This design comes from an exercise in tuning for small area on the open sky130 flow, not from production work. In this exercise RTL edits were held to simulation tests only and were not proved equivalent to the original. Power is estimated from default activity; no workload was simulated.

run A:
// AluREG
module AluREG (
   input  wire       cp2,
   input  wire       cp2en,
   input  wire       ireset,
   input  wire [4:0] reg_rd_adr,
   input  wire [4:0] reg_rr_adr,
   input  wire       reg_rd_wr,
   input  wire [7:0] sreg_fl_wr_en,
   input  wire       idc_add,
   input  wire       idc_adc,
   input  wire       idc_adiw,
   input  wire       idc_sub,
   input  wire       idc_subi,
   input  wire       idc_sbc,
   input  wire       idc_sbci,
   input  wire       idc_sbiw,
   input  wire       adiw_st,
   input  wire       sbiw_st,
   input  wire       idc_and,
   input  wire       idc_andi,
   input  wire       idc_or,
   input  wire       idc_ori,
   input  wire       idc_eor,
   input  wire       idc_com,
   input  wire       idc_neg,
   input  wire       idc_inc,
   input  wire       idc_dec,
   input  wire       idc_cp,
   input  wire       idc_cpc,
   input  wire       idc_cpi,
   input  wire       idc_cpse,
   input  wire       idc_lsr,
   input  wire       idc_ror,
   input  wire       idc_asr,
   input  wire       idc_swap,
   input  wire       mc,
   input  wire       mz,
   output wire [7:0] alu_data_out,
   output wire [7:0] sreg_out
);
   wire [7:0] reg_rd_out;
   wire [7:0] reg_rr_out;
   wire       alu_c_flag_out;
   wire       alu_z_flag_out;
   wire       alu_n_flag_out;
   wire       alu_v_flag_out;
   wire       alu_s_flag_out;
   wire       alu_h_flag_out;
   wire       rr_en = ~(idc_neg | idc_com | idc_inc | idc_dec);
  ...
clock: 7.2 ns
lec_check: 0
cap_margin: 20
core_margin: 2
core_utilization: 45
gpl_timing_driven: 0
setup_slack_margin: 0.1
slew_margin: 20
synth_hierarchical: 1
standard.sh (not shown) runs the stock make flow with config.mk's settings and CLKGATE_MAP_FILE= SYNTH_SCRIPT=/design/flow/synth_recipe.tcl, a recipe that flattens the netlist after the stock synthesis.
==> flow/flow/run.sh <==
#!/bin/bash
# Standard ORFS layout (standard.sh) with two changes:
#  - ports are buffered with buf_1 instead of the default delay-cell buffer
#    (every input and output port still gets its own buffer);
#  - clock tree synthesis without dummy loads, with sink clusters of up to 25
#    flip-flops within 100 um, each driven by a clkbuf_16.
# make's full output goes to run_make.log in the work folder; ORFS writes each
# step's log under orfs/logs/.
set -euo pipefail
bash standard.sh \
  "BUFFER_PORTS_ARGS=-buffer_cell sky130_fd_sc_hd__buf_1" \
  "CTS_ARGS=-sink_clustering_enable -repair_clock_nets -dont_use_dummy_load -sink_clustering_size 25 -sink_clustering_max_diameter 100 -buf_list sky130_fd_sc_hd__clkbuf_16" \
  finish > run_make.log 2>&1
Run A: full flow OK, the timing, DRC and antenna checks passed
--- input diff run A..run B ---
Settings: a change of SETUP_SLACK_MARGIN from 0.1 to 0.
==> flow/flow/run.sh <==
#!/bin/bash
# Standard ORFS layout (standard.sh) with two changes:
#  - ports are buffered with buf_1 instead of the default delay-cell buffer
#    (every input and output port still gets its own buffer);
#  - clock tree synthesis without dummy loads, with sink clusters of up to 16
#    flip-flops within 70 um, each driven by a clkbuf_8 (clkbuf_16 at the root).
# make's full output goes to run_make.log in the work folder; ORFS writes each
# step's log under orfs/logs/.
set -euo pipefail
bash standard.sh \
  "BUFFER_PORTS_ARGS=-buffer_cell sky130_fd_sc_hd__buf_1" \
  "CTS_ARGS=-sink_clustering_enable -repair_clock_nets -dont_use_dummy_load -sink_clustering_size 16 -sink_clustering_max_diameter 70 -buf_list sky130_fd_sc_hd__clkbuf_8 -root_buf sky130_fd_sc_hd__clkbuf_16" \
  finish > run_make.log 2>&1
~same relative max-transition margin in run A and run B
Run A → run B: final area decreased by 1.0% relative to the old numbers, total wire length increased by about 0.55% relative to the old numbers, final total power decreased by about 2% relative to the old numbers.
Run B vs run A: worst-case vdd ir drop down by a little under 10%
When run B is set beside run A, its area growth from synthesis to final layout turns out to be 1.1 points smaller.
Re sequential share of layout area: run A was lower than run B.
Setup changes, run B to run C
Settings: SETUP_SLACK_MARGIN: 0 -> 0.05; CORE_UTILIZATION: 45 -> 50.
Notes after the runs:
- Re width of the die: run B and run C aren't equal, and the higher value belongs to run B.
- On design area, run B and run C are basically level.
- The final reports for run C and run B show final worst setup slack higher in the former.
Input changes introduced in run D (baseline for comparison: run C):
Settings: CORE_UTILIZATION: 50 -> 45.
==> flow/flow/run.sh <==
#!/bin/bash
# Standard ORFS layout (standard.sh) with two changes:
#  - ports are buffered with buf_1 instead of the default delay-cell buffer
#    (every input and output port still gets its own buffer);
#  - clock tree synthesis without dummy loads, with sink clusters of up to 25
#    flip-flops within 100 um, each driven by a clkbuf_16.
# make's full output goes to run_make.log in the work folder; ORFS writes each
# step's log under orfs/logs/.
set -euo pipefail
bash standard.sh \
  "BUFFER_PORTS_ARGS=-buffer_cell sky130_fd_sc_hd__buf_1" \
  "CTS_ARGS=-sink_clustering_enable -repair_clock_nets -dont_use_dummy_load -sink_clustering_size 25 -sink_clustering_max_diameter 100 -buf_list sky130_fd_sc_hd__clkbuf_16" \
  finish > run_make.log 2>&1
### Flow results
Side by side, weighted congestion at the end of routability-driven global placement turned out higher in run D than in run C. Delta (run D minus run C): cell area rose by 0.55%, total wire length fell by about 1.1%, die extent in x rose by 5.3%.
### run D -> run E
==> flow/flow/run.sh <==
#!/bin/bash
# Standard ORFS layout (standard.sh) with two changes:
#  - ports are buffered with buf_1 instead of the default delay-cell buffer
#    (every input and output port still gets its own buffer);
#  - clock tree synthesis without dummy loads, with sink clusters of up to 10
#    flip-flops within 50 um, each driven by a clkbuf_4 (clkbuf_16 at the root).
# make's full output goes to run_make.log in the work folder; ORFS writes each
# step's log under orfs/logs/.
set -euo pipefail
bash standard.sh \
  "BUFFER_PORTS_ARGS=-buffer_cell sky130_fd_sc_hd__buf_1" \
  "CTS_ARGS=-sink_clustering_enable -repair_clock_nets -dont_use_dummy_load -sink_clustering_size 10 -sink_clustering_max_diameter 50 -buf_list sky130_fd_sc_hd__clkbuf_4 -root_buf sky130_fd_sc_hd__clkbuf_16" \
  finish > run_make.log 2>&1
--- outcome ---
Between run E and run D, the fraction of standard cell area that is sequential does not differ in any meaningful way. Diff run D -> run E | total power | down slightly. Between run E and run D, it is run E whose total number of vias is higher, by 1.1%. Total routing resource utilization after global routing came out higher on run E than on run D. Lower critical path depth goes to run D over run E. Taking run D as the reference point, the switching portion of total power of run E rises by 1.4 points. ~same cell area after layout in run D and run E. Relative to run D, layout buffer count excluding clock buffers has increased by 1 in run E. Final standard cell count with taps included and fillers excluded: run E > run D.

[re-timing with driven ports]
In the flow no input, the clock included, has a driving cell. The finished layouts below were timed again as built, in two steps. Step 1 (the two cells are an assumption about what drives the block):
set clk [get_ports {cp2}]
set_driving_cell -lib_cell sky130_fd_sc_hd__clkbuf_16 $clk
set_driving_cell -lib_cell sky130_fd_sc_hd__buf_2 [delete_from_list [all_inputs] $clk]
Step 2 times the ports against the registers' clock, not the clock port: input delays grow and output delays shrink by t, the midpoint of the rising clock arrivals with the driver on. a / b / c = ideal ports / drivers / drivers and shift; a / b = the first two.
run	shift t [ns]	slack for setup (ns)	worst data-port slew with drivers (ns)
run A	0.545	0.132 / 0.070 / 0.070	0.09
run B	0.554	0.014 / -0.047 / -0.047	0.09
run C	0.541	0.112 / 0.047 / 0.047	0.06
run D	0.544	0.118 / 0.069 / 0.069	0.09
run E	0.529	0.138 / 0.072 / 0.072	0.10
With both steps, setup timing fails in run B, where it was met with ideal ports. For run E, which loses most, drivers alone change the setup slack by -0.066 ns; drivers and shift together by -0.066 ns.
